Background: an optimization exercise with open tools, aiming at small area, a short achievable clock period and few clock cycles per item. Do not read the settings as production practice.
The RTL was checked by simulation tests, not by an equivalence proof against the original design.

==> flow/design.v, too long to show whole: its modules and the start of the top module <==
// module murmur: 39 lines
// module murmur_mul1: 847 lines
// module murmur_mul2: 566 lines
// module murmur_fa: 10 lines
// module murmur_multi: 37 lines
module murmur_multi#(
    parameter NUM_HASHER = 4
)(
    input logic clk,
    input logic resetn,
    output logic [NUM_HASHER-1:0] in_ready,
    input logic [NUM_HASHER-1:0] [63:0] in_data,
    input logic [NUM_HASHER-1:0] in_valid,
    input logic [NUM_HASHER-1:0] in_last_processed,
    input logic [NUM_HASHER-1:0] [63:0] in_serialnum,
    input logic [NUM_HASHER-1:0] out_ready,
    output logic [NUM_HASHER-1:0] [63:0] out_tuple,
    output logic [NUM_HASHER-1:0] [31:0] out_tag,
    output logic [NUM_HASHER-1:0] out_valid,
    output logic [NUM_HASHER-1:0] out_last_processed,
    output logic [NUM_HASHER-1:0] [63:0] out_serialnum
    );
  // ...
==> flow/flow/run.sh <==
#!/bin/bash
# The standard layout, with plain buf_1 cells as the port buffers (buffer_ports
# otherwise picks clkdlybuf4s50_1 delay cells). Every port is still buffered.
set -euo pipefail
export BUFFER_PORTS_ARGS="-buffer_cell sky130_fd_sc_hd__buf_1"
bash standard.sh > standard.log 2>&1
==> flow/standard.sh <==
#!/bin/bash
# synth_recipe.tcl (not shown) runs the flow's synth.tcl, then flattens the netlist and writes it again
# the make line also repeats each setting of config.mk as NAME=value (left out here)
make -C /OpenROAD-flow-scripts/flow DESIGN_CONFIG=/design/flow/config.mk WORK_HOME=/design/flow/orfs CLKGATE_MAP_FILE= SYNTH_SCRIPT=/design/flow/synth_recipe.tcl "${@:-finish}"
==> flow/config.mk <==
export PLATFORM = sky130hd
export DESIGN_NAME = murmur_multi
export DESIGN_NICKNAME = murmur_multi
export VERILOG_FILES = /design/flow/design.v
export SDC_FILE = /design/flow/constraint.sdc
export NUM_CORES = 4
export LEC_CHECK = 0
export CAP_MARGIN = 20
export CORE_MARGIN = 2
export CORE_UTILIZATION = 55
export SETUP_SLACK_MARGIN = 0.9
export SLEW_MARGIN = 20
export SYNTH_HIERARCHICAL = 1
export SYNTH_MINIMUM_KEEP_SIZE = 0
export TNS_END_PERCENT = 10
==> flow/constraint.sdc <==
create_clock -name core_clock -period 8.0 [get_ports {clk}]
set_input_delay 1.6000 -clock core_clock [delete_from_list [all_inputs] [get_ports {clk}]]
set_output_delay 1.6000 -clock core_clock [all_outputs]
set_load 0.01 [all_outputs]
==> notes.md, run 1 <==
register area share after synthesis 32.4%; Synth Flop Type edfxtp_1; met2 wire len roughly 100000 µm; first-pass detailed-route iteration total 6; GR Util met3 around 36%; largest net degree at the start of global routing ~160; H-tree depth 3; largest family of logic cells by synthesized area adder cells; slowest CP cell fa_1; # IOs about 1200; Non-clk invs approximately 450; Final Instance Area about 0.073 mm²; #FFs+latches synth about 650; core area about 0.11 mm²; Rows between 100 and 150; Critical Path Source lane[1].murmur_inst.h2_q[13]$_DFFE_PP_; Worst Hold End lane[2].murmur_inst.out_valid$_SDFFE_PN0P_; commonest non-fill, non-tap cell in the layout fa_1; status complete, no violations; average cell area after synthesis 15.3 µm²; DRT iter0 DRCs ~4700; proportion of layout cells with a drive suffix above 1 approximately 15%; reg2reg end lane[3].murmur_inst.out_valid$_SDFFE_PN0P_; most frequent cells in the layout fa_1 (1295), buf_1 (1156), edfxtp_1 (644); vias in the first global route 43300
Testbench counts, summed over its fixed seeds: cycles 12,008, items 48,000.
==> module murmur_mul2, before the edit <==
module murmur_mul2 (
    input logic [31:0] x,
    output logic [31:0] y
);
logic [31:0] nx;
assign nx = ~x;
logic p_w1;
logic p_w2;
logic p_w3;
logic p_w4;
logic p_w6;
logic p_w7;
logic p_w9;
logic p_w10;
logic p_w12;
logic p_w13;
logic p_w15;
logic p_w16;
logic p_w18;
logic p_w19;
logic p_w21;
logic p_w22;
logic p_w24;
logic p_w25;
logic p_w26;
logic p_w27;
logic p_w29;
logic p_w30;
logic p_w32;
logic p_w33;
logic p_w35;
logic p_w36;
logic p_w38;
logic p_w39;
logic p_w41;
logic p_w42;
logic p_w44;
logic p_w45;
logic p_w47;
logic p_w48;
logic p_w50;
logic p_w51;
logic p_w52;
logic p_w53;
logic p_w55;
logic p_w56;
logic p_w58;
logic p_w59;
logic p_w61;
logic p_w62;
logic p_w64;
logic p_w65;
logic p_w67;
logic p_w68;
logic p_w70;
logic p_w71;
logic p_w73;
logic p_w74;
logic p_w75;
logic p_w76;
logic p_w78;
logic p_w79;
logic p_w81;
logic p_w82;
logic p_w84;
logic p_w85;
logic p_w87;
logic p_w88;
logic p_w90;
logic p_w91;
logic p_w93;
logic p_w94;
logic p_w96;
logic p_w97;
logic p_w99;
logic p_w100;
logic p_w102;
logic p_w103;
logic p_w104;
logic p_w105;
logic p_w107;
logic p_w108;
logic p_w110;
logic p_w111;
logic p_w113;
logic p_w114;
logic p_w116;
logic p_w117;
logic p_w119;
logic p_w120;
logic p_w122;
logic p_w123;
logic p_w125;
logic p_w126;
logic p_w128;
logic p_w129;
logic p_w131;
logic p_w132;
logic p_w134;
logic p_w135;
logic p_w137;
logic p_w138;
logic p_w140;
logic p_w141;
logic p_w143;
logic p_w144;
logic p_w146;
logic p_w147;
logic p_w149;
logic p_w150;
logic p_w152;
logic p_w153;
logic p_w155;
logic p_w156;
logic p_w158;
logic p_w159;
logic p_w161;
logic p_w162;
logic p_w164;
logic p_w165;
logic p_w167;
logic p_w168;
logic p_w170;
logic p_w171;
logic p_w173;
logic p_w174;
logic p_w176;
logic p_w177;
logic p_w179;
logic p_w180;
logic p_w181;
logic p_w182;
logic p_w184;
logic p_w185;
logic p_w187;
logic p_w188;
logic p_w190;
logic p_w191;
logic p_w193;
logic p_w194;
logic p_w196;
logic p_w197;
logic p_w199;
logic p_w200;
logic p_w202;
logic p_w203;
logic p_w205;
logic p_w206;
logic p_w208;
logic p_w209;
logic p_w211;
logic p_w212;
logic p_w214;
logic p_w215;
logic p_w217;
logic p_w218;
logic p_w220;
logic p_w221;
logic p_w223;
logic p_w224;
logic p_w226;
logic p_w227;
logic p_w228;
logic p_w229;
logic p_w231;
logic p_w232;
logic p_w234;
logic p_w235;
logic p_w237;
logic p_w238;
logic p_w240;
logic p_w241;
logic p_w243;
logic p_w244;
logic p_w246;
logic p_w247;
logic p_w249;
logic p_w250;
logic p_w252;
logic p_w253;
logic p_w255;
logic p_w256;
logic p_w258;
logic p_w259;
logic p_w261;
logic p_w262;
logic p_w264;
logic p_w265;
logic p_w267;
logic p_w268;
logic p_w270;
logic p_w271;
logic p_w273;
logic p_w274;
logic p_w276;
logic p_w277;
logic p_w279;
logic p_w280;
logic p_w281;
logic p_w282;
logic p_w284;
logic p_w285;
logic p_w287;
logic p_w288;
logic p_w290;
logic p_w291;
logic p_w293;
logic p_w294;
logic p_w296;
logic p_w297;
logic p_w299;
logic p_w300;
logic p_w302;
logic p_w303;
logic p_w305;
logic p_w306;
logic p_w308;
logic p_w309;
logic p_w311;
logic p_w312;
logic p_w314;
logic p_w315;
logic p_w317;
logic p_w318;
logic p_w320;
logic p_w321;
logic p_w323;
logic p_w324;
logic p_w326;
logic p_w327;
logic p_w329;
logic p_w330;
logic p_w332;
logic p_w333;
logic p_w335;
logic p_w336;
logic p_w338;
logic p_w339;
logic p_w341;
logic p_w342;
logic p_w344;
logic p_w345;
logic p_w347;
logic p_w348;
logic p_w350;
logic p_w351;
logic p_w353;
logic p_w354;
logic p_w356;
logic p_w357;
logic p_w359;
logic p_w360;
logic p_w362;
logic p_w363;
logic p_w365;
logic p_w366;
logic p_w368;
logic p_w369;
logic p_w371;
logic p_w372;
logic p_w374;
logic p_w375;
logic p_w377;
logic p_w378;
logic p_w380;
logic p_w381;
logic p_w383;
logic p_w384;
logic p_w386;
logic p_w387;
logic p_w389;
logic p_w390;
logic p_w392;
logic p_w393;
logic p_w395;
logic p_w396;
logic p_w398;
logic p_w399;
logic p_w401;
logic p_w402;
logic p_w404;
logic p_w405;
logic p_w407;
logic p_w408;
logic p_w410;
logic p_w411;
logic p_w413;
logic p_w414;
logic p_w416;
logic p_w417;
logic p_w419;
logic p_w420;
logic p_w422;
logic p_w423;
logic p_w425;
logic p_w426;
logic p_w428;
logic p_w429;
logic p_w431;
logic p_w432;
logic p_w434;
logic p_w435;
logic p_w437;
logic p_w438;
logic p_w440;
logic p_w441;
logic p_w443;
logic p_w444;
logic p_w446;
logic p_w447;
logic p_w449;
logic p_w450;
logic p_w452;
logic p_w453;
logic p_w455;
logic p_w456;
logic p_w458;
logic p_w459;
logic p_w461;
logic p_w462;
logic p_w464;
logic p_w465;
logic p_w467;
logic p_w468;
logic p_w470;
logic p_w471;
logic p_w472;
logic p_w473;
logic p_w475;
logic p_w476;
logic p_w478;
logic p_w479;
logic p_w481;
logic p_w482;
logic p_w484;
logic p_w485;
logic p_w487;
logic p_w488;
logic p_w490;
logic p_w491;
logic p_w493;
logic p_w494;
logic p_w496;
logic p_w497;
logic p_w499;
logic p_w500;
logic p_w502;
logic p_w503;
logic p_w505;
logic p_w506;
logic p_w508;
logic p_w509;
logic p_w511;
logic p_w512;
logic p_w514;
logic p_w515;
logic p_w517;
logic p_w518;
logic p_w520;
logic p_w521;
logic p_w523;
logic p_w524;
logic p_w526;
logic p_w527;
logic p_w529;
logic p_w530;
logic p_w532;
logic p_w533;
logic p_w535;
logic p_w536;
logic p_w538;
logic p_w539;
assign p_w1 = ~(x[4] ^ x[2]);
assign p_w2 = x[4] | x[2];
murmur_fa p_fa5 (.a(x[5]), .b(x[3]), .c(nx[1]), .s(p_w3), .co(p_w4));
murmur_fa p_fa8 (.a(x[6]), .b(x[4]), .c(x[0]), .s(p_w6), .co(p_w7));
murmur_fa p_fa11 (.a(nx[2]), .b(p_w6), .c(p_w4), .s(p_w9), .co(p_w10));
murmur_fa p_fa14 (.a(x[7]), .b(x[5]), .c(x[1]), .s(p_w12), .co(p_w13));
murmur_fa p_fa17 (.a(nx[3]), .b(p_w7), .c(p_w12), .s(p_w15), .co(p_w16));
murmur_fa p_fa20 (.a(x[8]), .b(x[6]), .c(x[2]), .s(p_w18), .co(p_w19));
murmur_fa p_fa23 (.a(nx[4]), .b(p_w13), .c(p_w18), .s(p_w21), .co(p_w22));
assign p_w24 = ~(x[9] ^ x[7]);
assign p_w25 = x[9] | x[7];
murmur_fa p_fa28 (.a(x[3]), .b(nx[5]), .c(nx[0]), .s(p_w26), .co(p_w27));
murmur_fa p_fa31 (.a(p_w19), .b(p_w24), .c(p_w26), .s(p_w29), .co(p_w30));
murmur_fa p_fa34 (.a(x[10]), .b(x[8]), .c(x[4]), .s(p_w32), .co(p_w33));
murmur_fa p_fa37 (.a(nx[6]), .b(nx[1]), .c(p_w25), .s(p_w35), .co(p_w36));
murmur_fa p_fa40 (.a(p_w32), .b(p_w27), .c(p_w35), .s(p_w38), .co(p_w39));
murmur_fa p_fa43 (.a(x[11]), .b(x[9]), .c(x[5]), .s(p_w41), .co(p_w42));
murmur_fa p_fa46 (.a(nx[7]), .b(nx[2]), .c(p_w33), .s(p_w44), .co(p_w45));
murmur_fa p_fa49 (.a(p_w41), .b(p_w36), .c(p_w44), .s(p_w47), .co(p_w48));
assign p_w50 = ~(x[12] ^ x[10]);
assign p_w51 = x[12] | x[10];
murmur_fa p_fa54 (.a(x[6]), .b(nx[8]), .c(nx[3]), .s(p_w52), .co(p_w53));
murmur_fa p_fa57 (.a(nx[0]), .b(p_w42), .c(p_w50), .s(p_w55), .co(p_w56));
murmur_fa p_fa60 (.a(p_w52), .b(p_w45), .c(p_w55), .s(p_w58), .co(p_w59));
murmur_fa p_fa63 (.a(x[13]), .b(x[11]), .c(x[7]), .s(p_w61), .co(p_w62));
murmur_fa p_fa66 (.a(nx[9]), .b(nx[4]), .c(nx[1]), .s(p_w64), .co(p_w65));
murmur_fa p_fa69 (.a(p_w51), .b(p_w61), .c(p_w53), .s(p_w67), .co(p_w68));
murmur_fa p_fa72 (.a(p_w64), .b(p_w56), .c(p_w67), .s(p_w70), .co(p_w71));
assign p_w73 = ~(x[14] ^ x[12]);
assign p_w74 = x[14] | x[12];
murmur_fa p_fa77 (.a(x[8]), .b(nx[10]), .c(nx[5]), .s(p_w75), .co(p_w76));
murmur_fa p_fa80 (.a(nx[2]), .b(nx[0]), .c(p_w62), .s(p_w78), .co(p_w79));
murmur_fa p_fa83 (.a(p_w73), .b(p_w65), .c(p_w75), .s(p_w81), .co(p_w82));
murmur_fa p_fa86 (.a(p_w78), .b(p_w68), .c(p_w81), .s(p_w84), .co(p_w85));
murmur_fa p_fa89 (.a(x[15]), .b(x[13]), .c(x[9]), .s(p_w87), .co(p_w88));
murmur_fa p_fa92 (.a(nx[11]), .b(nx[6]), .c(nx[3]), .s(p_w90), .co(p_w91));
murmur_fa p_fa95 (.a(nx[1]), .b(p_w74), .c(p_w87), .s(p_w93), .co(p_w94));
murmur_fa p_fa98 (.a(p_w76), .b(p_w90), .c(p_w79), .s(p_w96), .co(p_w97));
murmur_fa p_fa101 (.a(p_w93), .b(p_w82), .c(p_w96), .s(p_w99), .co(p_w100));
assign p_w102 = ~(x[16] ^ x[14]);
assign p_w103 = x[16] | x[14];
murmur_fa p_fa106 (.a(x[10]), .b(nx[12]), .c(nx[7]), .s(p_w104), .co(p_w105));
murmur_fa p_fa109 (.a(nx[4]), .b(nx[2]), .c(nx[0]), .s(p_w107), .co(p_w108));
murmur_fa p_fa112 (.a(p_w88), .b(p_w102), .c(p_w91), .s(p_w110), .co(p_w111));
murmur_fa p_fa115 (.a(p_w104), .b(p_w107), .c(p_w94), .s(p_w113), .co(p_w114));
murmur_fa p_fa118 (.a(p_w110), .b(p_w97), .c(p_w113), .s(p_w116), .co(p_w117));
murmur_fa p_fa121 (.a(x[17]), .b(x[15]), .c(x[11]), .s(p_w119), .co(p_w120));
murmur_fa p_fa124 (.a(nx[13]), .b(nx[8]), .c(nx[5]), .s(p_w122), .co(p_w123));
murmur_fa p_fa127 (.a(nx[3]), .b(nx[1]), .c(p_w103), .s(p_w125), .co(p_w126));
murmur_fa p_fa130 (.a(p_w119), .b(p_w105), .c(p_w108), .s(p_w128), .co(p_w129));
murmur_fa p_fa133 (.a(p_w122), .b(p_w125), .c(p_w111), .s(p_w131), .co(p_w132));
murmur_fa p_fa136 (.a(p_w128), .b(p_w114), .c(p_w131), .s(p_w134), .co(p_w135));
murmur_fa p_fa139 (.a(x[18]), .b(x[16]), .c(x[12]), .s(p_w137), .co(p_w138));
murmur_fa p_fa142 (.a(x[0]), .b(nx[14]), .c(nx[9]), .s(p_w140), .co(p_w141));
murmur_fa p_fa145 (.a(nx[6]), .b(nx[4]), .c(nx[2]), .s(p_w143), .co(p_w144));
murmur_fa p_fa148 (.a(p_w120), .b(p_w137), .c(p_w123), .s(p_w146), .co(p_w147));
murmur_fa p_fa151 (.a(p_w140), .b(p_w143), .c(p_w126), .s(p_w149), .co(p_w150));
murmur_fa p_fa154 (.a(p_w129), .b(p_w146), .c(p_w149), .s(p_w152), .co(p_w153));
murmur_fa p_fa157 (.a(p_w132), .b(p_w152), .c(p_w135), .s(p_w155), .co(p_w156));
murmur_fa p_fa160 (.a(x[19]), .b(x[17]), .c(x[13]), .s(p_w158), .co(p_w159));
murmur_fa p_fa163 (.a(x[1]), .b(nx[15]), .c(nx[10]), .s(p_w161), .co(p_w162));
murmur_fa p_fa166 (.a(nx[7]), .b(nx[5]), .c(nx[3]), .s(p_w164), .co(p_w165));
murmur_fa p_fa169 (.a(p_w138), .b(p_w158), .c(p_w141), .s(p_w167), .co(p_w168));
murmur_fa p_fa172 (.a(p_w144), .b(p_w161), .c(p_w164), .s(p_w170), .co(p_w171));
murmur_fa p_fa175 (.a(p_w147), .b(p_w167), .c(p_w150), .s(p_w173), .co(p_w174));
murmur_fa p_fa178 (.a(p_w170), .b(p_w153), .c(p_w173), .s(p_w176), .co(p_w177));
assign p_w179 = ~(x[20] ^ x[18]);
assign p_w180 = x[20] | x[18];
murmur_fa p_fa183 (.a(x[14]), .b(x[2]), .c(nx[16]), .s(p_w181), .co(p_w182));
murmur_fa p_fa186 (.a(nx[11]), .b(nx[8]), .c(nx[6]), .s(p_w184), .co(p_w185));
murmur_fa p_fa189 (.a(nx[4]), .b(nx[0]), .c(p_w159), .s(p_w187), .co(p_w188));
murmur_fa p_fa192 (.a(p_w179), .b(p_w162), .c(p_w165), .s(p_w190), .co(p_w191));
murmur_fa p_fa195 (.a(p_w181), .b(p_w184), .c(p_w187), .s(p_w193), .co(p_w194));
murmur_fa p_fa198 (.a(p_w168), .b(p_w171), .c(p_w190), .s(p_w196), .co(p_w197));
murmur_fa p_fa201 (.a(p_w193), .b(p_w174), .c(p_w196), .s(p_w199), .co(p_w200));
murmur_fa p_fa204 (.a(x[21]), .b(x[19]), .c(x[15]), .s(p_w202), .co(p_w203));
murmur_fa p_fa207 (.a(x[3]), .b(nx[17]), .c(nx[12]), .s(p_w205), .co(p_w206));
murmur_fa p_fa210 (.a(nx[9]), .b(nx[7]), .c(nx[5]), .s(p_w208), .co(p_w209));
murmur_fa p_fa213 (.a(nx[1]), .b(p_w180), .c(p_w202), .s(p_w211), .co(p_w212));
murmur_fa p_fa216 (.a(p_w182), .b(p_w185), .c(p_w205), .s(p_w214), .co(p_w215));
murmur_fa p_fa219 (.a(p_w208), .b(p_w188), .c(p_w211), .s(p_w217), .co(p_w218));
murmur_fa p_fa222 (.a(p_w191), .b(p_w214), .c(p_w194), .s(p_w220), .co(p_w221));
murmur_fa p_fa225 (.a(p_w217), .b(p_w197), .c(p_w220), .s(p_w223), .co(p_w224));
assign p_w226 = ~(x[22] ^ x[20]);
assign p_w227 = x[22] | x[20];
murmur_fa p_fa230 (.a(x[16]), .b(x[4]), .c(nx[18]), .s(p_w228), .co(p_w229));
murmur_fa p_fa233 (.a(nx[13]), .b(nx[10]), .c(nx[8]), .s(p_w231), .co(p_w232));
murmur_fa p_fa236 (.a(nx[6]), .b(nx[2]), .c(nx[0]), .s(p_w234), .co(p_w235));
murmur_fa p_fa239 (.a(p_w203), .b(p_w226), .c(p_w206), .s(p_w237), .co(p_w238));
murmur_fa p_fa242 (.a(p_w209), .b(p_w228), .c(p_w231), .s(p_w240), .co(p_w241));
murmur_fa p_fa245 (.a(p_w234), .b(p_w212), .c(p_w215), .s(p_w243), .co(p_w244));
murmur_fa p_fa248 (.a(p_w237), .b(p_w240), .c(p_w218), .s(p_w246), .co(p_w247));
murmur_fa p_fa251 (.a(p_w243), .b(p_w221), .c(p_w246), .s(p_w249), .co(p_w250));
murmur_fa p_fa254 (.a(x[23]), .b(x[21]), .c(x[17]), .s(p_w252), .co(p_w253));
murmur_fa p_fa257 (.a(x[5]), .b(nx[19]), .c(nx[14]), .s(p_w255), .co(p_w256));
murmur_fa p_fa260 (.a(nx[11]), .b(nx[9]), .c(nx[7]), .s(p_w258), .co(p_w259));
murmur_fa p_fa263 (.a(nx[3]), .b(nx[1]), .c(p_w227), .s(p_w261), .co(p_w262));
murmur_fa p_fa266 (.a(p_w252), .b(p_w229), .c(p_w232), .s(p_w264), .co(p_w265));
murmur_fa p_fa269 (.a(p_w235), .b(p_w255), .c(p_w258), .s(p_w267), .co(p_w268));
murmur_fa p_fa272 (.a(p_w261), .b(p_w238), .c(p_w241), .s(p_w270), .co(p_w271));
murmur_fa p_fa275 (.a(p_w264), .b(p_w267), .c(p_w244), .s(p_w273), .co(p_w274));
murmur_fa p_fa278 (.a(p_w270), .b(p_w247), .c(p_w273), .s(p_w276), .co(p_w277));
assign p_w279 = ~(x[24] ^ x[22]);
assign p_w280 = x[24] | x[22];
murmur_fa p_fa283 (.a(x[18]), .b(x[6]), .c(nx[20]), .s(p_w281), .co(p_w282));
murmur_fa p_fa286 (.a(nx[15]), .b(nx[12]), .c(nx[10]), .s(p_w284), .co(p_w285));
murmur_fa p_fa289 (.a(nx[8]), .b(nx[4]), .c(nx[2]), .s(p_w287), .co(p_w288));
murmur_fa p_fa292 (.a(nx[0]), .b(p_w253), .c(p_w279), .s(p_w290), .co(p_w291));
murmur_fa p_fa295 (.a(p_w256), .b(p_w259), .c(p_w281), .s(p_w293), .co(p_w294));
murmur_fa p_fa298 (.a(p_w284), .b(p_w287), .c(p_w262), .s(p_w296), .co(p_w297));
murmur_fa p_fa301 (.a(p_w290), .b(p_w265), .c(p_w268), .s(p_w299), .co(p_w300));
murmur_fa p_fa304 (.a(p_w293), .b(p_w296), .c(p_w271), .s(p_w302), .co(p_w303));
murmur_fa p_fa307 (.a(p_w299), .b(p_w274), .c(p_w302), .s(p_w305), .co(p_w306));
murmur_fa p_fa310 (.a(x[25]), .b(x[23]), .c(x[19]), .s(p_w308), .co(p_w309));
murmur_fa p_fa313 (.a(x[7]), .b(nx[21]), .c(nx[16]), .s(p_w311), .co(p_w312));
murmur_fa p_fa316 (.a(nx[13]), .b(nx[11]), .c(nx[9]), .s(p_w314), .co(p_w315));
murmur_fa p_fa319 (.a(nx[5]), .b(nx[3]), .c(nx[1]), .s(p_w317), .co(p_w318));
murmur_fa p_fa322 (.a(p_w280), .b(p_w308), .c(p_w282), .s(p_w320), .co(p_w321));
murmur_fa p_fa325 (.a(p_w285), .b(p_w288), .c(p_w311), .s(p_w323), .co(p_w324));
murmur_fa p_fa328 (.a(p_w314), .b(p_w317), .c(p_w291), .s(p_w326), .co(p_w327));
murmur_fa p_fa331 (.a(p_w294), .b(p_w320), .c(p_w297), .s(p_w329), .co(p_w330));
murmur_fa p_fa334 (.a(p_w323), .b(p_w326), .c(p_w300), .s(p_w332), .co(p_w333));
murmur_fa p_fa337 (.a(p_w329), .b(p_w303), .c(p_w332), .s(p_w335), .co(p_w336));
murmur_fa p_fa340 (.a(x[26]), .b(x[24]), .c(x[20]), .s(p_w338), .co(p_w339));
murmur_fa p_fa343 (.a(x[8]), .b(x[0]), .c(nx[22]), .s(p_w341), .co(p_w342));
murmur_fa p_fa346 (.a(nx[17]), .b(nx[14]), .c(nx[12]), .s(p_w344), .co(p_w345));
murmur_fa p_fa349 (.a(nx[10]), .b(nx[6]), .c(nx[4]), .s(p_w347), .co(p_w348));
murmur_fa p_fa352 (.a(nx[2]), .b(p_w309), .c(p_w338), .s(p_w350), .co(p_w351));
murmur_fa p_fa355 (.a(p_w312), .b(p_w315), .c(p_w318), .s(p_w353), .co(p_w354));
murmur_fa p_fa358 (.a(p_w341), .b(p_w344), .c(p_w347), .s(p_w356), .co(p_w357));
murmur_fa p_fa361 (.a(p_w350), .b(p_w321), .c(p_w324), .s(p_w359), .co(p_w360));
murmur_fa p_fa364 (.a(p_w353), .b(p_w356), .c(p_w327), .s(p_w362), .co(p_w363));
murmur_fa p_fa367 (.a(p_w330), .b(p_w359), .c(p_w362), .s(p_w365), .co(p_w366));
murmur_fa p_fa370 (.a(p_w333), .b(p_w365), .c(p_w336), .s(p_w368), .co(p_w369));
murmur_fa p_fa373 (.a(x[27]), .b(x[25]), .c(x[21]), .s(p_w371), .co(p_w372));
murmur_fa p_fa376 (.a(x[9]), .b(x[1]), .c(nx[23]), .s(p_w374), .co(p_w375));
murmur_fa p_fa379 (.a(nx[18]), .b(nx[15]), .c(nx[13]), .s(p_w377), .co(p_w378));
murmur_fa p_fa382 (.a(nx[11]), .b(nx[7]), .c(nx[5]), .s(p_w380), .co(p_w381));
murmur_fa p_fa385 (.a(nx[3]), .b(p_w339), .c(p_w371), .s(p_w383), .co(p_w384));
murmur_fa p_fa388 (.a(p_w342), .b(p_w345), .c(p_w348), .s(p_w386), .co(p_w387));
murmur_fa p_fa391 (.a(p_w374), .b(p_w377), .c(p_w380), .s(p_w389), .co(p_w390));
murmur_fa p_fa394 (.a(p_w351), .b(p_w383), .c(p_w354), .s(p_w392), .co(p_w393));
murmur_fa p_fa397 (.a(p_w357), .b(p_w386), .c(p_w389), .s(p_w395), .co(p_w396));
murmur_fa p_fa400 (.a(p_w360), .b(p_w392), .c(p_w363), .s(p_w398), .co(p_w399));
murmur_fa p_fa403 (.a(p_w395), .b(p_w366), .c(p_w398), .s(p_w401), .co(p_w402));
murmur_fa p_fa406 (.a(x[28]), .b(x[26]), .c(x[22]), .s(p_w404), .co(p_w405));
murmur_fa p_fa409 (.a(x[10]), .b(x[2]), .c(nx[24]), .s(p_w407), .co(p_w408));
murmur_fa p_fa412 (.a(nx[19]), .b(nx[16]), .c(nx[14]), .s(p_w410), .co(p_w411));
murmur_fa p_fa415 (.a(nx[12]), .b(nx[8]), .c(nx[6]), .s(p_w413), .co(p_w414));
murmur_fa p_fa418 (.a(nx[4]), .b(p_w372), .c(p_w404), .s(p_w416), .co(p_w417));
murmur_fa p_fa421 (.a(p_w375), .b(p_w378), .c(p_w381), .s(p_w419), .co(p_w420));
murmur_fa p_fa424 (.a(p_w407), .b(p_w410), .c(p_w413), .s(p_w422), .co(p_w423));
murmur_fa p_fa427 (.a(p_w384), .b(p_w416), .c(p_w387), .s(p_w425), .co(p_w426));
murmur_fa p_fa430 (.a(p_w390), .b(p_w419), .c(p_w422), .s(p_w428), .co(p_w429));
murmur_fa p_fa433 (.a(p_w393), .b(p_w425), .c(p_w396), .s(p_w431), .co(p_w432));
murmur_fa p_fa436 (.a(p_w428), .b(p_w399), .c(p_w431), .s(p_w434), .co(p_w435));
murmur_fa p_fa439 (.a(x[29]), .b(x[27]), .c(x[23]), .s(p_w437), .co(p_w438));
murmur_fa p_fa442 (.a(x[11]), .b(x[3]), .c(nx[25]), .s(p_w440), .co(p_w441));
murmur_fa p_fa445 (.a(nx[20]), .b(nx[17]), .c(nx[15]), .s(p_w443), .co(p_w444));
murmur_fa p_fa448 (.a(nx[13]), .b(nx[9]), .c(nx[7]), .s(p_w446), .co(p_w447));
murmur_fa p_fa451 (.a(nx[5]), .b(p_w405), .c(p_w437), .s(p_w449), .co(p_w450));
murmur_fa p_fa454 (.a(p_w408), .b(p_w411), .c(p_w414), .s(p_w452), .co(p_w453));
murmur_fa p_fa457 (.a(p_w440), .b(p_w443), .c(p_w446), .s(p_w455), .co(p_w456));
murmur_fa p_fa460 (.a(p_w417), .b(p_w449), .c(p_w420), .s(p_w458), .co(p_w459));
murmur_fa p_fa463 (.a(p_w423), .b(p_w452), .c(p_w455), .s(p_w461), .co(p_w462));
murmur_fa p_fa466 (.a(p_w426), .b(p_w458), .c(p_w429), .s(p_w464), .co(p_w465));
murmur_fa p_fa469 (.a(p_w461), .b(p_w432), .c(p_w464), .s(p_w467), .co(p_w468));
assign p_w470 = ~(x[30] ^ x[28]);
assign p_w471 = x[30] | x[28];
murmur_fa p_fa474 (.a(x[24]), .b(x[12]), .c(x[4]), .s(p_w472), .co(p_w473));
murmur_fa p_fa477 (.a(nx[26]), .b(nx[21]), .c(nx[18]), .s(p_w475), .co(p_w476));
murmur_fa p_fa480 (.a(nx[16]), .b(nx[14]), .c(nx[10]), .s(p_w478), .co(p_w479));
murmur_fa p_fa483 (.a(nx[8]), .b(nx[6]), .c(nx[0]), .s(p_w481), .co(p_w482));
murmur_fa p_fa486 (.a(p_w438), .b(p_w470), .c(p_w472), .s(p_w484), .co(p_w485));
murmur_fa p_fa489 (.a(p_w441), .b(p_w444), .c(p_w447), .s(p_w487), .co(p_w488));
murmur_fa p_fa492 (.a(p_w475), .b(p_w478), .c(p_w481), .s(p_w490), .co(p_w491));
murmur_fa p_fa495 (.a(p_w450), .b(p_w484), .c(p_w453), .s(p_w493), .co(p_w494));
murmur_fa p_fa498 (.a(p_w456), .b(p_w487), .c(p_w490), .s(p_w496), .co(p_w497));
murmur_fa p_fa501 (.a(p_w459), .b(p_w493), .c(p_w462), .s(p_w499), .co(p_w500));
murmur_fa p_fa504 (.a(p_w496), .b(p_w465), .c(p_w499), .s(p_w502), .co(p_w503));
murmur_fa p_fa507 (.a(x[31]), .b(x[29]), .c(x[25]), .s(p_w505), .co(p_w506));
murmur_fa p_fa510 (.a(x[13]), .b(x[5]), .c(nx[27]), .s(p_w508), .co(p_w509));
murmur_fa p_fa513 (.a(nx[22]), .b(nx[19]), .c(nx[17]), .s(p_w511), .co(p_w512));
murmur_fa p_fa516 (.a(nx[15]), .b(nx[11]), .c(nx[9]), .s(p_w514), .co(p_w515));
murmur_fa p_fa519 (.a(nx[7]), .b(nx[1]), .c(p_w471), .s(p_w517), .co(p_w518));
murmur_fa p_fa522 (.a(p_w473), .b(p_w505), .c(p_w476), .s(p_w520), .co(p_w521));
murmur_fa p_fa525 (.a(p_w479), .b(p_w482), .c(p_w508), .s(p_w523), .co(p_w524));
murmur_fa p_fa528 (.a(p_w511), .b(p_w514), .c(p_w485), .s(p_w526), .co(p_w527));
murmur_fa p_fa531 (.a(p_w517), .b(p_w488), .c(p_w491), .s(p_w529), .co(p_w530));
murmur_fa p_fa534 (.a(p_w520), .b(p_w523), .c(p_w526), .s(p_w532), .co(p_w533));
murmur_fa p_fa537 (.a(p_w494), .b(p_w497), .c(p_w529), .s(p_w535), .co(p_w536));
murmur_fa p_fa540 (.a(p_w532), .b(p_w500), .c(p_w535), .s(p_w538), .co(p_w539));
assign y = {p_w503, p_w468, p_w435, p_w402, p_w401, p_w368, p_w306, p_w277, p_w250, p_w224, p_w200, p_w177, p_w176, p_w155, p_w117, p_w100, p_w85, p_w71, p_w59, p_w48, p_w39, p_w30, p_w22, p_w16, p_w15, p_w9, p_w2, nx[0], x[3], x[2], x[1], x[0]} + {p_w538, p_w502, p_w467, p_w434, p_w369, 1'b0, p_w335, p_w305, p_w276, p_w249, p_w223, p_w199, p_w156, 1'b0, p_w134, p_w116, p_w99, p_w84, p_w70, p_w58, p_w47, p_w38, p_w29, p_w21, p_w10, 1'b0, p_w3, p_w1, x[1], x[0], 1'b0, 1'b0};
endmodule
==> inputs of run 2 (changes only) <==
--- a/flow/design.v
+++ b/flow/design.v
@@ -1258,2 +1258,147 @@
 logic p_w539;
+logic p_w541;
+logic p_w542;
+logic p_w544;
+logic p_w545;
+logic p_w547;
+logic p_w548;
+logic p_w550;
+logic p_w551;
+logic p_w553;
+logic p_w554;
+logic p_w556;
+logic p_w557;
+logic p_w559;
+logic p_w560;
+logic p_w562;
+logic p_w563;
+logic p_w565;
+logic p_w566;
+logic p_w568;
+logic p_w569;
+logic p_w571;
+logic p_w572;
+logic p_w574;
+logic p_w575;
+logic p_w577;
+logic p_w578;
+logic p_w580;
+logic p_w581;
+logic p_w583;
+logic p_w584;
+logic p_w586;
+logic p_w587;
+logic p_w589;
+logic p_w590;
+logic p_w592;
+logic p_w593;
+logic p_w595;
+logic p_w596;
+logic p_w598;
+logic p_w599;
+logic p_w601;
+logic p_w602;
+logic p_w604;
+logic p_w605;
+logic p_w607;
+logic p_w608;
+logic p_w610;
+logic p_w611;
+logic p_w613;
+logic p_w614;
+logic p_w616;
+logic p_w617;
+logic p_w619;
+logic p_w620;
+logic p_w622;
+logic p_w624;
+logic p_w626;
+logic p_w628;
+logic p_w630;
+logic p_w632;
+logic p_w634;
+logic p_w636;
+logic p_w637;
+logic p_w639;
+logic p_w641;
+logic p_w642;
+logic p_w644;
+logic p_w646;
+logic p_w647;
+logic p_w649;
+logic p_w651;
+logic p_w652;
+logic p_w654;
+logic p_w656;
+logic p_w657;
+logic p_w659;
+logic p_w661;
+logic p_w662;
+logic p_w664;
+logic p_w666;
+logic p_w667;
+logic p_w669;
+logic p_w671;
+logic p_w672;
+logic p_w674;
+logic p_w676;
+logic p_w677;
+logic p_w679;
+logic p_w681;
+logic p_w682;
+logic p_w684;
+logic p_w686;
+logic p_w687;
+logic p_w689;
+logic p_w691;
+logic p_w692;
+logic p_w694;
+logic p_w696;
+logic p_w697;
+logic p_w699;
+logic p_w701;
+logic p_w702;
+logic p_w704;
+logic p_w705;
+logic p_w707;
+logic p_w709;
+logic p_w710;
+logic p_w712;
+logic p_w714;
+logic p_w715;
+logic p_w717;
+logic p_w719;
+logic p_w720;
+logic p_w722;
+logic p_w724;
+logic p_w725;
+logic p_w727;
+logic p_w728;
+logic p_w730;
+logic p_w732;
+logic p_w733;
+logic p_w735;
+logic p_w737;
+logic p_w738;
+logic p_w740;
+logic p_w742;
+logic p_w743;
+logic p_w745;
+logic p_w747;
+logic p_w748;
+logic p_w750;
+logic p_w751;
+logic p_w753;
+logic p_w755;
+logic p_w756;
+logic p_w758;
+logic p_w759;
+logic p_w761;
+logic p_w763;
+logic p_w764;
+logic p_w766;
+logic p_w767;
+logic p_w769;
+logic p_w770;
+logic p_w772;
 assign p_w1 = ~(x[4] ^ x[2]);
@@ -1450,3 +1595,91 @@
 murmur_fa p_fa540 (.a(p_w532), .b(p_w500), .c(p_w535), .s(p_w538), .co(p_w539));
-assign y = {p_w503, p_w468, p_w435, p_w402, p_w401, p_w368, p_w306, p_w277, p_w250, p_w224, p_w200, p_w177, p_w176, p_w155, p_w117, p_w100, p_w85, p_w71, p_w59, p_w48, p_w39, p_w30, p_w22, p_w16, p_w15, p_w9, p_w2, nx[0], x[3], x[2], x[1], x[0]} + {p_w538, p_w502, p_w467, p_w434, p_w369, 1'b0, p_w335, p_w305, p_w276, p_w249, p_w223, p_w199, p_w156, 1'b0, p_w134, p_w116, p_w99, p_w84, p_w70, p_w58, p_w47, p_w38, p_w29, p_w21, p_w10, 1'b0, p_w3, p_w1, x[1], x[0], 1'b0, 1'b0};
+murmur_ha p_ha543 (.a(x[2]), .b(x[0]), .s(p_w542), .co(p_w541));
+murmur_ha p_ha546 (.a(x[3]), .b(x[1]), .s(p_w545), .co(p_w544));
+murmur_ha p_ha549 (.a(nx[0]), .b(p_w1), .s(p_w548), .co(p_w547));
+murmur_ha p_ha552 (.a(p_w2), .b(p_w3), .s(p_w551), .co(p_w550));
+murmur_ha p_ha555 (.a(p_w15), .b(p_w10), .s(p_w554), .co(p_w553));
+murmur_ha p_ha558 (.a(p_w16), .b(p_w21), .s(p_w557), .co(p_w556));
+murmur_ha p_ha561 (.a(p_w22), .b(p_w29), .s(p_w560), .co(p_w559));
+murmur_ha p_ha564 (.a(p_w30), .b(p_w38), .s(p_w563), .co(p_w562));
+murmur_ha p_ha567 (.a(p_w39), .b(p_w47), .s(p_w566), .co(p_w565));
+murmur_ha p_ha570 (.a(p_w48), .b(p_w58), .s(p_w569), .co(p_w568));
+murmur_ha p_ha573 (.a(p_w59), .b(p_w70), .s(p_w572), .co(p_w571));
+murmur_ha p_ha576 (.a(p_w71), .b(p_w84), .s(p_w575), .co(p_w574));
+murmur_ha p_ha579 (.a(p_w85), .b(p_w99), .s(p_w578), .co(p_w577));
+murmur_ha p_ha582 (.a(p_w100), .b(p_w116), .s(p_w581), .co(p_w580));
+murmur_ha p_ha585 (.a(p_w117), .b(p_w134), .s(p_w584), .co(p_w583));
+murmur_ha p_ha588 (.a(p_w176), .b(p_w156), .s(p_w587), .co(p_w586));
+murmur_ha p_ha591 (.a(p_w177), .b(p_w199), .s(p_w590), .co(p_w589));
+murmur_ha p_ha594 (.a(p_w200), .b(p_w223), .s(p_w593), .co(p_w592));
+murmur_ha p_ha597 (.a(p_w224), .b(p_w249), .s(p_w596), .co(p_w595));
+murmur_ha p_ha600 (.a(p_w250), .b(p_w276), .s(p_w599), .co(p_w598));
+murmur_ha p_ha603 (.a(p_w277), .b(p_w305), .s(p_w602), .co(p_w601));
+murmur_ha p_ha606 (.a(p_w306), .b(p_w335), .s(p_w605), .co(p_w604));
+murmur_ha p_ha609 (.a(p_w401), .b(p_w369), .s(p_w608), .co(p_w607));
+murmur_ha p_ha612 (.a(p_w402), .b(p_w434), .s(p_w611), .co(p_w610));
+murmur_ha p_ha615 (.a(p_w435), .b(p_w467), .s(p_w614), .co(p_w613));
+murmur_ha p_ha618 (.a(p_w468), .b(p_w502), .s(p_w617), .co(p_w616));
+murmur_ha p_ha621 (.a(p_w503), .b(p_w538), .s(p_w620), .co(p_w619));
+murmur_g p_gg623 (.gh(1'b0), .ph(x[1]), .gl(1'b0), .g(p_w622));
+murmur_g p_gg625 (.gh(p_w541), .ph(p_w542), .gl(p_w622), .g(p_w624));
+murmur_g p_gg627 (.gh(p_w544), .ph(p_w545), .gl(p_w624), .g(p_w626));
+murmur_g p_gg629 (.gh(p_w547), .ph(p_w548), .gl(p_w626), .g(p_w628));
+murmur_g p_gg631 (.gh(p_w550), .ph(p_w551), .gl(p_w628), .g(p_w630));
+murmur_g p_gg633 (.gh(1'b0), .ph(p_w9), .gl(p_w630), .g(p_w632));
+murmur_g p_gg635 (.gh(p_w553), .ph(p_w554), .gl(p_w632), .g(p_w634));
+murmur_pg p_pg638 (.gh(p_w556), .ph(p_w557), .gl(p_w553), .pl(p_w554), .g(p_w636), .p(p_w637));
+murmur_g p_gg640 (.gh(p_w636), .ph(p_w637), .gl(p_w632), .g(p_w639));
+murmur_pg p_pg643 (.gh(p_w559), .ph(p_w560), .gl(p_w556), .pl(p_w557), .g(p_w641), .p(p_w642));
+murmur_g p_gg645 (.gh(p_w641), .ph(p_w642), .gl(p_w634), .g(p_w644));
+murmur_pg p_pg648 (.gh(p_w562), .ph(p_w563), .gl(p_w559), .pl(p_w560), .g(p_w646), .p(p_w647));
+murmur_g p_gg650 (.gh(p_w646), .ph(p_w647), .gl(p_w639), .g(p_w649));
+murmur_pg p_pg653 (.gh(p_w565), .ph(p_w566), .gl(p_w562), .pl(p_w563), .g(p_w651), .p(p_w652));
+murmur_g p_gg655 (.gh(p_w651), .ph(p_w652), .gl(p_w644), .g(p_w654));
+murmur_pg p_pg658 (.gh(p_w568), .ph(p_w569), .gl(p_w565), .pl(p_w566), .g(p_w656), .p(p_w657));
+murmur_g p_gg660 (.gh(p_w656), .ph(p_w657), .gl(p_w649), .g(p_w659));
+murmur_pg p_pg663 (.gh(p_w571), .ph(p_w572), .gl(p_w568), .pl(p_w569), .g(p_w661), .p(p_w662));
+murmur_g p_gg665 (.gh(p_w661), .ph(p_w662), .gl(p_w654), .g(p_w664));
+murmur_pg p_pg668 (.gh(p_w574), .ph(p_w575), .gl(p_w571), .pl(p_w572), .g(p_w666), .p(p_w667));
+murmur_g p_gg670 (.gh(p_w666), .ph(p_w667), .gl(p_w659), .g(p_w669));
+murmur_pg p_pg673 (.gh(p_w577), .ph(p_w578), .gl(p_w574), .pl(p_w575), .g(p_w671), .p(p_w672));
+murmur_g p_gg675 (.gh(p_w671), .ph(p_w672), .gl(p_w664), .g(p_w674));
+murmur_pg p_pg678 (.gh(p_w580), .ph(p_w581), .gl(p_w671), .pl(p_w672), .g(p_w676), .p(p_w677));
+murmur_g p_gg680 (.gh(p_w676), .ph(p_w677), .gl(p_w664), .g(p_w679));
+murmur_pg p_pg683 (.gh(p_w583), .ph(p_w584), .gl(p_w580), .pl(p_w581), .g(p_w681), .p(p_w682));
+murmur_g p_gg685 (.gh(p_w681), .ph(p_w682), .gl(p_w674), .g(p_w684));
+murmur_pg p_pg688 (.gh(1'b0), .ph(p_w155), .gl(p_w583), .pl(p_w584), .g(p_w686), .p(p_w687));
+murmur_g p_gg690 (.gh(p_w686), .ph(p_w687), .gl(p_w679), .g(p_w689));
+murmur_pg p_pg693 (.gh(p_w586), .ph(p_w587), .gl(1'b0), .pl(p_w155), .g(p_w691), .p(p_w692));
+murmur_g p_gg695 (.gh(p_w691), .ph(p_w692), .gl(p_w684), .g(p_w694));
+murmur_pg p_pg698 (.gh(p_w589), .ph(p_w590), .gl(p_w586), .pl(p_w587), .g(p_w696), .p(p_w697));
+murmur_g p_gg700 (.gh(p_w696), .ph(p_w697), .gl(p_w689), .g(p_w699));
+murmur_pg p_pg703 (.gh(p_w592), .ph(p_w593), .gl(p_w589), .pl(p_w590), .g(p_w701), .p(p_w702));
+murmur_pg p_pg706 (.gh(p_w701), .ph(p_w702), .gl(p_w586), .pl(p_w587), .g(p_w704), .p(p_w705));
+murmur_g p_gg708 (.gh(p_w704), .ph(p_w705), .gl(p_w689), .g(p_w707));
+murmur_pg p_pg711 (.gh(p_w595), .ph(p_w596), .gl(p_w701), .pl(p_w702), .g(p_w709), .p(p_w710));
+murmur_g p_gg713 (.gh(p_w709), .ph(p_w710), .gl(p_w694), .g(p_w712));
+murmur_pg p_pg716 (.gh(p_w598), .ph(p_w599), .gl(p_w595), .pl(p_w596), .g(p_w714), .p(p_w715));
+murmur_g p_gg718 (.gh(p_w714), .ph(p_w715), .gl(p_w707), .g(p_w717));
+murmur_pg p_pg721 (.gh(p_w601), .ph(p_w602), .gl(p_w714), .pl(p_w715), .g(p_w719), .p(p_w720));
+murmur_g p_gg723 (.gh(p_w719), .ph(p_w720), .gl(p_w707), .g(p_w722));
+murmur_pg p_pg726 (.gh(p_w604), .ph(p_w605), .gl(p_w601), .pl(p_w602), .g(p_w724), .p(p_w725));
+murmur_pg p_pg729 (.gh(p_w724), .ph(p_w725), .gl(p_w714), .pl(p_w715), .g(p_w727), .p(p_w728));
+murmur_g p_gg731 (.gh(p_w727), .ph(p_w728), .gl(p_w707), .g(p_w730));
+murmur_pg p_pg734 (.gh(1'b0), .ph(p_w368), .gl(p_w724), .pl(p_w725), .g(p_w732), .p(p_w733));
+murmur_g p_gg736 (.gh(p_w732), .ph(p_w733), .gl(p_w717), .g(p_w735));
+murmur_pg p_pg739 (.gh(p_w607), .ph(p_w608), .gl(1'b0), .pl(p_w368), .g(p_w737), .p(p_w738));
+murmur_g p_gg741 (.gh(p_w737), .ph(p_w738), .gl(p_w730), .g(p_w740));
+murmur_pg p_pg744 (.gh(p_w610), .ph(p_w611), .gl(p_w737), .pl(p_w738), .g(p_w742), .p(p_w743));
+murmur_g p_gg746 (.gh(p_w742), .ph(p_w743), .gl(p_w730), .g(p_w745));
+murmur_pg p_pg749 (.gh(p_w613), .ph(p_w614), .gl(p_w610), .pl(p_w611), .g(p_w747), .p(p_w748));
+murmur_pg p_pg752 (.gh(p_w747), .ph(p_w748), .gl(p_w737), .pl(p_w738), .g(p_w750), .p(p_w751));
+murmur_g p_gg754 (.gh(p_w750), .ph(p_w751), .gl(p_w730), .g(p_w753));
+murmur_pg p_pg757 (.gh(p_w616), .ph(p_w617), .gl(p_w747), .pl(p_w748), .g(p_w755), .p(p_w756));
+murmur_pg p_pg760 (.gh(p_w755), .ph(p_w756), .gl(p_w737), .pl(p_w738), .g(p_w758), .p(p_w759));
+murmur_g p_gg762 (.gh(p_w758), .ph(p_w759), .gl(p_w730), .g(p_w761));
+murmur_pg p_pg765 (.gh(p_w619), .ph(p_w620), .gl(p_w616), .pl(p_w617), .g(p_w763), .p(p_w764));
+murmur_pg p_pg768 (.gh(p_w763), .ph(p_w764), .gl(p_w747), .pl(p_w748), .g(p_w766), .p(p_w767));
+murmur_pg p_pg771 (.gh(p_w766), .ph(p_w767), .gl(p_w737), .pl(p_w738), .g(p_w769), .p(p_w770));
+murmur_g p_gg773 (.gh(p_w769), .ph(p_w770), .gl(p_w730), .g(p_w772));
+assign y = {(p_w620 ^ p_w761), (p_w617 ^ p_w753), (p_w614 ^ p_w745), (p_w611 ^ p_w740), (p_w608 ^ p_w735), (p_w368 ^ p_w730), (p_w605 ^ p_w722), (p_w602 ^ p_w717), (p_w599 ^ p_w712), (p_w596 ^ p_w707), (p_w593 ^ p_w699), (p_w590 ^ p_w694), (p_w587 ^ p_w689), (p_w155 ^ p_w684), (p_w584 ^ p_w679), (p_w581 ^ p_w674), (p_w578 ^ p_w669), (p_w575 ^ p_w664), (p_w572 ^ p_w659), (p_w569 ^ p_w654), (p_w566 ^ p_w649), (p_w563 ^ p_w644), (p_w560 ^ p_w639), (p_w557 ^ p_w634), (p_w554 ^ p_w632), (p_w9 ^ p_w630), (p_w551 ^ p_w628), (p_w548 ^ p_w626), (p_w545 ^ p_w624), (p_w542 ^ p_w622), (x[1] ^ 1'b0), x[0]};
 endmodule
@@ -1462,2 +1695,30 @@
 endmodule
+module murmur_ha (
+    input logic a,
+    input logic b,
+    output logic s,
+    output logic co
+);
+assign s = a ^ b;
+assign co = a & b;
+endmodule
+module murmur_pg (
+    input logic gh,
+    input logic ph,
+    input logic gl,
+    input logic pl,
+    output logic g,
+    output logic p
+);
+assign g = gh | (ph & gl);
+assign p = ph & pl;
+endmodule
+module murmur_g (
+    input logic gh,
+    input logic ph,
+    input logic gl,
+    output logic g
+);
+assign g = gh | (ph & gl);
+endmodule
 module murmur_multi#(
--- a/flow/config.mk
+++ b/flow/config.mk
@@ -10,3 +10,3 @@
 export CORE_UTILIZATION = 55
-export SETUP_SLACK_MARGIN = 0.9
+export SETUP_SLACK_MARGIN = 0.6
 export SLEW_MARGIN = 20
==> notes.md, run 2 <==
initial antenna violation count 67; half-perimeter wire length after placement approximately 220000 µm; Initial Util 55.6%; final setup margin 602 ps; clk latency of the worst-skew pair approximately 700 ps; proportion of layout cells with a drive suffix above 1 9.45% (-5.5 points); register area share after synthesis 33.0% (+0.65 points); GRT Total Usage ~46%; post-layout min period approximately 7400 ps; clk slew on worst S/H paths ~60 ps; core area 0.106 mm² (-2.6%); Pins Over Slew Limit 0; Place WS 785 ps; Post-Syn Instances approximately 3700; crit-path cells clkinvlp_4 > fa_1 > fa_1 > fa_1 > fa_1 > fa_1 > fa_1 > ha_1 > and2_1 > and2_1 > a21o_1 > xor2_1 > buf_1; final hold violations 0; crit-path max cell delay around 610 ps; die height 331 µm; wire length per cell 37.2 µm; startpoint class of the critical path flop; total number of vias ~40000; GRT overflow 0; WL final around 250000 µm; Rows 119 (-1.7%); number of port buffers between 1000 and 1500; most frequent cells in the layout fa_1 (1356), buf_1 (1173), edfxtp_1 (644); Max Clock Freq 0.135 GHz; CP required ~6400 ps; # IOs 1178 (unchanged); Post-Syn Area 0.0588 mm²; commonest non-fill, non-tap cell in the layout fa_1; top cell type's share of synthesized area a little under half; GPL Wtd Cong roughly 1.1; Root Buffer clkbuf_16; slew margin rel. approximately 29%; worst path arrival time a little under 6000 ps; H-tree depth 3 (unchanged); most common cell in the synthesized netlist fa_1; top cells by area, synth fa_1 (46%), edfxtp_1 (33%), ha_1 (5.6%), xor2_1 (5.5%), a21o_1 (3.1%); clock sink count 648; Crit path top cell by count fa_1; critical path endpoint category primary output; antenna-violating nets left 0; #FFs+latches synth 648 (unchanged); Die W 331 µm; Worst Tran Pin Value ~1100 ps; first-pass detailed-route iteration total 6 (unchanged); crit path max fanout 4; NumNets Final roughly 7400; largest area contributor in the netlist fa_1; Clock Skews 0 ps; vias in the first global route 40200 (-7.1%); slowest CP cell edfxtp_1; synthesis-to-layout area growth 19.0%; Worst path top cell family by delay adder cells; count of cell types in the netlist 38; global-route wire length before repair roughly 330000 µm; clock buffer count from CTS 74; # setup viols final 0; CTS tree yes; Async S/R FF share, synth 0%; Final Cycle Share between 90 and 100%; biggest regs lane.murmur_inst.data_q (256), lane.murmur_inst.out_serialnum (256), lane.murmur_inst.h2_q (128); class of the worst hold path reg -> reg; CTS Hold Bufs 0; largest net degree at the start of global routing 83 (-49%); DRT iter0 DRCs 4174 (-11%); Setup CP Type reg -> out; DIE AREA 0.110 mm²; Synth top cells by count fa_1 (1356), edfxtp_1 (644), inv_1 (420), xor2_1 (368), ha_1 (264); status complete, no violations; DR DRC count 0; average cell area after synthesis 16.0 µm² (+5.0%); via-per-instance ratio about 5.8; YS warnings 7; unrepaired setup endpoints after global routing true; number of max-cap violations 0; EDFF count, synth approximately 640; Synth Flop Type edfxtp_1; setup TNS 0 ps; Buf+Inv Stages, Crit Path 2; CTS max path bufs 3
[run 2: cells by family (layout without fill, tap and decap cells)]
kind of cell / after synthesis / after routing / synth area share, %
mux: 4 / 4 / 0.0681
simple gates: 228 / 228 / 2.27
fa+ha+maj: 1620 / 1620 / 51.8
flops: 648 / 648 / 33.0
buf+inv: 436 / 2029 / 2.89
other cells: 4 / 64 / 0.0255
xor+xnor: 384 / 384 / 5.72
compound gates: 340 / 340 / 4.20
[run 2: layout make-up]
type | count | area [µm²]
tap | 1391 | 1740
sequential | 648 | 19400
clock inverter | 49 | 502
clock buffer | 87 | 1920
antenna | 36 | 90.1
fill | 8001 | 35700
inverter | 420 | 1760
timing repair buffer | 1473 | 6760
multi-input combinational | 2604 | 37800
[run 2: what timing repair did]
action,in CTS,in global routing
resized for setup,32,21
cloned,0,0
pin swaps,0,0
setup endpoints to repair,31,29
setup buffers,91,120
[run 2: worst paths after layout]
kind                                              start                                          to  slack (ps)  depth (start not counted)
max reg2reg  lane[0].murmur_inst.out_valid$_SDFFE_PN0P_  lane[0].murmur_inst.out_valid$_SDFFE_PN0P_        7330                          2
min          lane[1].murmur_inst.out_valid$_SDFFE_PN0P_  lane[1].murmur_inst.out_valid$_SDFFE_PN0P_         540                          2
max              lane[2].murmur_inst.h2_q[10]$_DFFE_PP_                                 out_tag[93]         600                         13
min reg2reg  lane[1].murmur_inst.out_valid$_SDFFE_PN0P_  lane[1].murmur_inst.out_valid$_SDFFE_PN0P_         540                          2
[run 2: per-module statistics from Yosys, one instance, submodules excluded, a selection]
module       flip-flops and latches  cells inside  area (µm²)  times used
murmur_mul2                       0            90         574           4
murmur                          162           216        5330           4
murmur_fa                         0             1        20.0        1308
murmur_pg                         0             2        13.8         108
murmur_g                          0             1        7.51         120
murmur_mul1                       0           172        1320           4
murmur_ha                         0             1        12.5         108
[run 2: through the flow]
step,util [%],cell area [µm²],cells,hold slack [ps]
detailed placement,62.0,65600,6325,522
global route,66.2,69900,6695,567
CTS,65.1,68800,6552,536
finish,66.2,70000,6708,544
floorplan,-,58900,3688,538
global placement,62.0,65600,6325,505
[run 2: worst register-to-register path: stages (launching register included)]
cell,delay (ps)
dfxtp_1,380
mux2i_1,90
nor2b_1,140
[run 2: layer usage]
metal | part of all wire (%) | vias up | track usage (%)
met5 | 0.37 | - | 5.87
met4 | 6.9 | 46 | 26.1
met3 | 19 | 573 | 33.3
met2 | 40 | 2776 | 59.3
met1 | 34 | 20500 | 55.8
li1 | - | 15100 | -
Testbench counts of run 2, summed over its fixed seeds: cycles 12,008, items 48,000.
==> inputs of run 3 (changes only) <==
--- a/flow/config.mk
+++ b/flow/config.mk
@@ -10,3 +10,3 @@
 export CORE_UTILIZATION = 55
-export SETUP_SLACK_MARGIN = 0.6
+export SETUP_SLACK_MARGIN = 1.2
 export SLEW_MARGIN = 20
==> notes.md, run 3 <==
unrepaired setup endpoints after global routing true; most frequent cells in the layout fa_1 (1288), buf_1 (1154), edfxtp_1 (644); post-layout min period 7090 ps (-305 ps); Setup CP Type reg -> out; EDFF count, synth 644 (unchanged); class of the worst hold path reg -> reg; worst path arrival time 5490 ps (-310 ps); startpoint class of the critical path flop; Cells after DPL 6325 (unchanged); clk latency of the worst-skew pair 680 ps (about the same); global-route wire length before repair 335000 µm (+1.5%); count of cell types in the netlist 38 (unchanged); Final Cycle Share 88.7% (-3.8 points); clock buffer count from CTS 74 (unchanged); # IOs 1178 (unchanged); Synth Flop Type edfxtp_1; Worst Tran Pin Value 1070 ps (-0.594 ps); hold path start lane[1].murmur_inst.out_valid$_SDFFE_PN0P_; largest area contributor in the netlist fa_1; vias in the first global route 41200 (+2.4%); final setup margin 907 ps (+305 ps); GRT Total Usage 46.8% (+0.63 points); half-perimeter wire length after placement 219000 µm (unchanged); setup TNS 0 ps (unchanged); largest net degree at the start of global routing 83 (unchanged); CTS max path bufs 3 (unchanged); Non-Filler Instances 6796 (+1.3%); slew margin rel. 28.6% (+0.040 points); Die W 331 µm (unchanged); top cell type's share of synthesized area 46.2% (unchanged); CTS tree yes; clk slew on worst S/H paths 70 ps (about the same); crit path max fanout 5 (+1); via-per-instance ratio 5.83 (+0.57%); Pins Over Slew Limit 0 (unchanged); number of max-cap violations 0 (unchanged); antenna-violating nets left 0 (unchanged); Initial Util 55.6% (unchanged); H-tree depth 3 (unchanged); DRT iter0 DRCs 4143 (-0.74%); Root Buffer clkbuf_16; status complete, no violations; # setup viols final 0 (unchanged); number of port buffers 1177 (unchanged); Clock Skews 0 ps (unchanged); GRT overflow 0 (unchanged); most common cell in the synthesized netlist fa_1; Post-Route Utilization 67.8% (+1.6 points); average cell area after synthesis 16.0 µm² (unchanged); Post-Syn Area 0.0588 mm² (unchanged); Post-Syn Instances 3664 (unchanged); worst r2r src lane[0].murmur_inst.out_valid$_SDFFE_PN0P_; #FFs+latches synth 648 (unchanged); register area share after synthesis 33.0% (unchanged); NumNets Final 7445 (+1.1%); first-pass detailed-route iteration total 6 (unchanged); Critical Path Source lane[1].murmur_inst.h2_q[6]$_DFFE_PP_; Max Clock Freq 0.141 GHz (+4.3%); total number of vias 39600 (+1.9%); GPL Wtd Cong 1.09 (unchanged); top cells by area, synth fa_1 (46%), edfxtp_1 (33%), ha_1 (5.6%), xor2_1 (5.5%), a21o_1 (3.1%); Async S/R FF share, synth 0% (unchanged); proportion of layout cells with a drive suffix above 1 14.2% (+4.8 points); die height 331 µm (unchanged); DIE AREA 0.110 mm² (unchanged); biggest regs lane.murmur_inst.data_q (256), lane.murmur_inst.out_serialnum (256), lane.murmur_inst.h2_q (128); CP required 6400 ps (about the same); Rows 119 (unchanged); wire length per cell 37.1 µm (about the same); Synth top cells by count fa_1 (1356), edfxtp_1 (644), inv_1 (420), xor2_1 (368), ha_1 (264); synthesis-to-layout area growth 22.0%; clock sink count 648 (unchanged); critical path endpoint category primary output; DR DRC count 0 (unchanged); WL final 252000 µm (+1.2%); final hold violations 0 (unchanged); initial antenna violation count 70 (+4.5%); core area 0.106 mm² (unchanged); Place WS 785 ps (unchanged); commonest non-fill, non-tap cell in the layout fa_1; YS warnings 7 (unchanged)
[run 3: worst max-delay path, stage by stage (launching register included)]
cell and delay [ps]:
edfxtp_1 520, clkinvlp_4 190, buf_6 170, fa_1 520, fa_1 490, fa_2 380, fa_1 490, fa_1 560
ha_4 220, a21o_1 170, a21o_1 180, a21o_1 150, a21o_1 180, xor2_2 280, xor2_1 170, buf_2 150
[run 3: logic make-up after synthesis]
group / synth area share, %
other: 0.0255
buffers and inverters: 2.89
XOR/XNOR: 5.72
AND/OR/NAND/NOR: 2.27
adder cells (fa/ha/maj): 51.8
AO/OA/AOI/OAI: 4.20
flip-flops: 33.0
multiplexers: 0.0681
[run 3: path summary, 6_finish.rpt]
path	depth (start not counted)	endpoint	slack, ps
worst max-delay path	15	out_tag[47]	910
worst min-delay path	2	lane[1].murmur_inst.out_valid$_SDFFE_PN0P_	550
worst max register to register	2	lane[0].murmur_inst.out_valid$_SDFFE_PN0P_	7350
worst min register to register	2	lane[1].murmur_inst.out_valid$_SDFFE_PN0P_	550
[run 3: through the flow]
step                      hold slack, ps  cell area [µm²]
after CTS                            536            71100
after global routing                 567            71600
after detailed placement             522            65600
after floorplan                      538            58900
after global placement               505            65600
final                                546            71700
[run 3: layer usage]
metal  wire [µm]  GRT usage [%]  up-vias  part of all wire, %
li1            -              -    15200                    -
met1       84600           55.7    21000                   34
met2      100000           60.1     2823                   40
met3       49200           34.4      595                   20
met4       17600           27.4       44                  7.0
met5         820           6.39        -                 0.33
[run 3: what timing repair did]
item                                    CTS  global route
hold buffers                              0             0
gates resized for setup                 216            48
endpoints found under the setup margin   96            86
gates cloned                              0             0
setup buffers                           257            32
pin swaps                                52            24
[run 3: area by class of cell]
class / count / area, µm²
Antenna cell: 46 / 115
Clock buffer: 87 / 1920
Clock inverter: 49 / 502
Fill cell: 7768 / 34000
Inverter: 420 / 1820
Multi-Input combinational cell: 2604 / 38600
Sequential cell: 648 / 19400
Tap cell: 1391 / 1740
Timing Repair Buffer: 1551 / 7530
[run 3: Yosys stat by module (local to each module, per instance), excerpt]
module | area [µm²] | cells inside
murmur_mul1 | 1320 | 172
murmur_mul2 | 574 | 90
murmur_g | 7.51 | 1
murmur_pg | 13.8 | 2
murmur | 5330 | 216
murmur_ha | 12.5 | 1
murmur_fa | 20.0 | 1
==> inputs of run 4 (changes only) <==
--- a/flow/config.mk
+++ b/flow/config.mk
@@ -10,3 +10,3 @@
 export CORE_UTILIZATION = 55
-export SETUP_SLACK_MARGIN = 1.2
+export SETUP_SLACK_MARGIN = 1.05
 export SLEW_MARGIN = 20
==> notes.md, run 4 <==
total number of vias 39400 (-0.53%); Synth Flop Type edfxtp_1; top cells by area, synth fa_1 (46%), edfxtp_1 (33%), ha_1 (5.6%), xor2_1 (5.5%), a21o_1 (3.1%); most common cell in the synthesized netlist fa_1; Synth Area in XOR/XNOR 5.72% (unchanged); post-synthesis adder-cell area fraction 51.8% (unchanged); status complete, no violations; DIE AREA 0.110 mm² (unchanged); crit path max fanout 3 (-2); Post-Syn Area 0.0588 mm² (unchanged); critical path endpoint category primary output; Synth top cells by count fa_1 (1356), edfxtp_1 (644), inv_1 (420), xor2_1 (368), ha_1 (264); Worst Tran Pin Value 1070 ps (+3.82 ps); most frequent cells in the layout fa_1 (1302), buf_1 (1157), edfxtp_1 (644); commonest non-fill, non-tap cell in the layout fa_1; post-synthesis compound-gate area fraction 4.20% (unchanged); # setup viols final 0 (unchanged); synthesis-to-layout area growth 21.6%; clk latency of the worst-skew pair 680 ps (about the same); post-synthesis mux area share 0.0681% (unchanged); DR top layer met5; half-perimeter wire length after placement 219000 µm (unchanged); worst path arrival time 5490 ps (about the same); Simple-Gate Fraction of Synth Area 2.27% (unchanged); R2R Setup Slk 7340 ps (about the same); count of cell types in the netlist 38 (unchanged); Initial Util 55.6% (unchanged); GRT overflow 0 (unchanged); setup TNS 0 ps (unchanged); WL final 252000 µm (-0.11%); clock buffer count from CTS 74 (unchanged); CTS max path bufs 3 (unchanged); # IOs 1178 (unchanged); vias in the first global route 41200 (+0.053%); antenna-violating nets left 0 (unchanged); M1 wire length 82900 µm (-1.9%); GPL Wtd Cong 1.09 (unchanged); number of max-cap violations 0 (unchanged); core area 0.106 mm² (unchanged); DRT iter0 DRCs 4111 (-0.77%); Non-Filler Instances 6772 (-0.35%); Final Cycle Share 88.7% (about the same); Rows 119 (unchanged); worst hold margin 540 ps (-6.07 ps); NumNets Final 7430 (-0.20%); Cells after DPL 6325 (unchanged); largest area contributor in the netlist fa_1; register area share after synthesis 33.0% (unchanged); Setup CP Type reg -> out; GRT Total Usage 46.8% (about the same); #FFs+latches synth 648 (unchanged); largest family of logic cells by synthesized area adder cells; Async S/R FF share, synth 0% (unchanged); metal3 WL 49900 µm (+1.4%); Pins Over Slew Limit 0 (unchanged); class of the worst hold path reg -> reg; final hold violations 0 (unchanged); H-tree depth 3 (unchanged); Place WS 785 ps (unchanged); met2 wire len 99600 µm (-0.45%); slew margin rel. 28.4% (-0.25 points); top cell type's share of synthesized area 46.2% (unchanged); YS warnings 7 (unchanged); Max Clock Freq 0.141 GHz (about the same); EDFF count, synth 644 (unchanged); proportion of layout cells with a drive suffix above 1 13.6% (-0.62 points)
run 4: cell types whose count changed in the layout (fill, tap and decap cells not counted), moves of 2 or more:
cell | previous run | this run
buf_4 | 345 | 328
fa_1 | 1288 | 1302
fa_2 | 68 | 54
diode_2 | 46 | 37
buf_1 | 1154 | 1157
clkbuf_2 | 3 | 1
ha_4 | 37 | 35
xor2_1 | 345 | 347
run 4: path summary, 6_finish.rpt:
kind	start	to	cells after the start
min	lane[1].murmur_inst.out_valid$_SDFFE_PN0P_	lane[1].murmur_inst.out_valid$_SDFFE_PN0P_	2
max	lane[0].murmur_inst.h2_q[6]$_DFFE_PP_	out_tag[15]	15
min reg2reg	lane[1].murmur_inst.out_valid$_SDFFE_PN0P_	lane[1].murmur_inst.out_valid$_SDFFE_PN0P_	2
max reg2reg	lane[0].murmur_inst.out_valid$_SDFFE_PN0P_	lane[0].murmur_inst.out_valid$_SDFFE_PN0P_	2
run 4: what timing repair did:
| item | CTS | global route |
|---|---|---|
| hold buffers | 0 | 0 |
| setup buffers | 243 | 31 |
| setup endpoints to repair | 81 | 59 |
| gates resized for setup | 185 | 52 |
| pin swaps | 35 | 18 |
| endpoints found under the hold margin | 0 | 0 |
run 4: cell type report:
type	count	area [µm²]
multi-input combinational	2604	38600
inverter	420	1820
antenna	37	92.6
clock buffer	87	1920
fill	7788	34200
tap	1391	1740
clock inverter	49	502
timing repair buffer	1536	7420
sequential	648	19400
run 4: kinds of logic (layout without fill, tap and decap cells):
logic type               Yosys count  in the layout
other                              4             65
flip-flops                       648            648
adder cells (fa/ha/maj)         1620           1620
AO/OA/AOI/OAI                    340            340
AND/OR/NAND/NOR                  228            228
multiplexers                       4              4
buffers and inverters            436           2092
XOR/XNOR                         384            384
run 4: routing by layer:
metal,track usage [%],vias up
met4,27.8,56
met1,55.6,20700
li1,-,15200
met5,6.00,-
met3,34.5,638
met2,59.9,2836
run 4: worst max-delay path: stages (launching register included):
cell        delay (ps)
edfxtp_1           460
clkinvlp_4         180
buf_4              190
fa_1               490
fa_1               530
fa_1               410
fa_1               460
fa_1               520
ha_2               320
a21o_1             190
a21o_1             180
a21o_1             150
a21o_1             170
xor2_2             210
xor2_1             170
buf_2              150
run 4: through the flow:
stage	cell area [µm²]
after floorplan	58900
after global placement	65600
after detailed placement	65600
after CTS	70900
after global routing	71400
final	71500
run 4: modules after synthesis, one instance, submodules excluded, a selection:
module / flops+latches / cells
murmur_mul2: 0 / 90
murmur_g: 0 / 1
murmur: 162 / 216
murmur_pg: 0 / 2
murmur_fa: 0 / 1
murmur_ha: 0 / 1
murmur_mul1: 0 / 172

## static timing again, ports no longer ideal
The results above use ideal ports. As a check the final layouts listed here were re-extracted and re-timed, cells and wires unchanged. Step 1 assumes that a clkbuf_16 drives the clock port and a buf_2 every other input. Step 2 times the ports against the registers' clock, not the clock port: input delays grow and output delays shrink by t, the midpoint of the rising clock arrivals with the driver on. Slacks: ideal ports / drivers / drivers and shift; pairs: ideal ports / drivers.
| run | t (ns) | setup WS [ns] | worst setup path at the end |
|---|---|---|---|
| run 1 | 0.740 | 0.717 / 0.630 / 0.667 | input to register |
| run 2 | 0.749 | 0.602 / 0.517 / 0.645 | input to register |
| run 3 | 0.748 | 0.907 / 0.825 / 0.676 | input to register |
| run 4 | 0.746 | 0.905 / 0.819 / 0.646 | input to register |
After both steps every run listed still meets setup and hold. For run 4, which loses most, drivers alone change the setup slack by -0.086 ns; drivers and shift together by -0.259 ns.
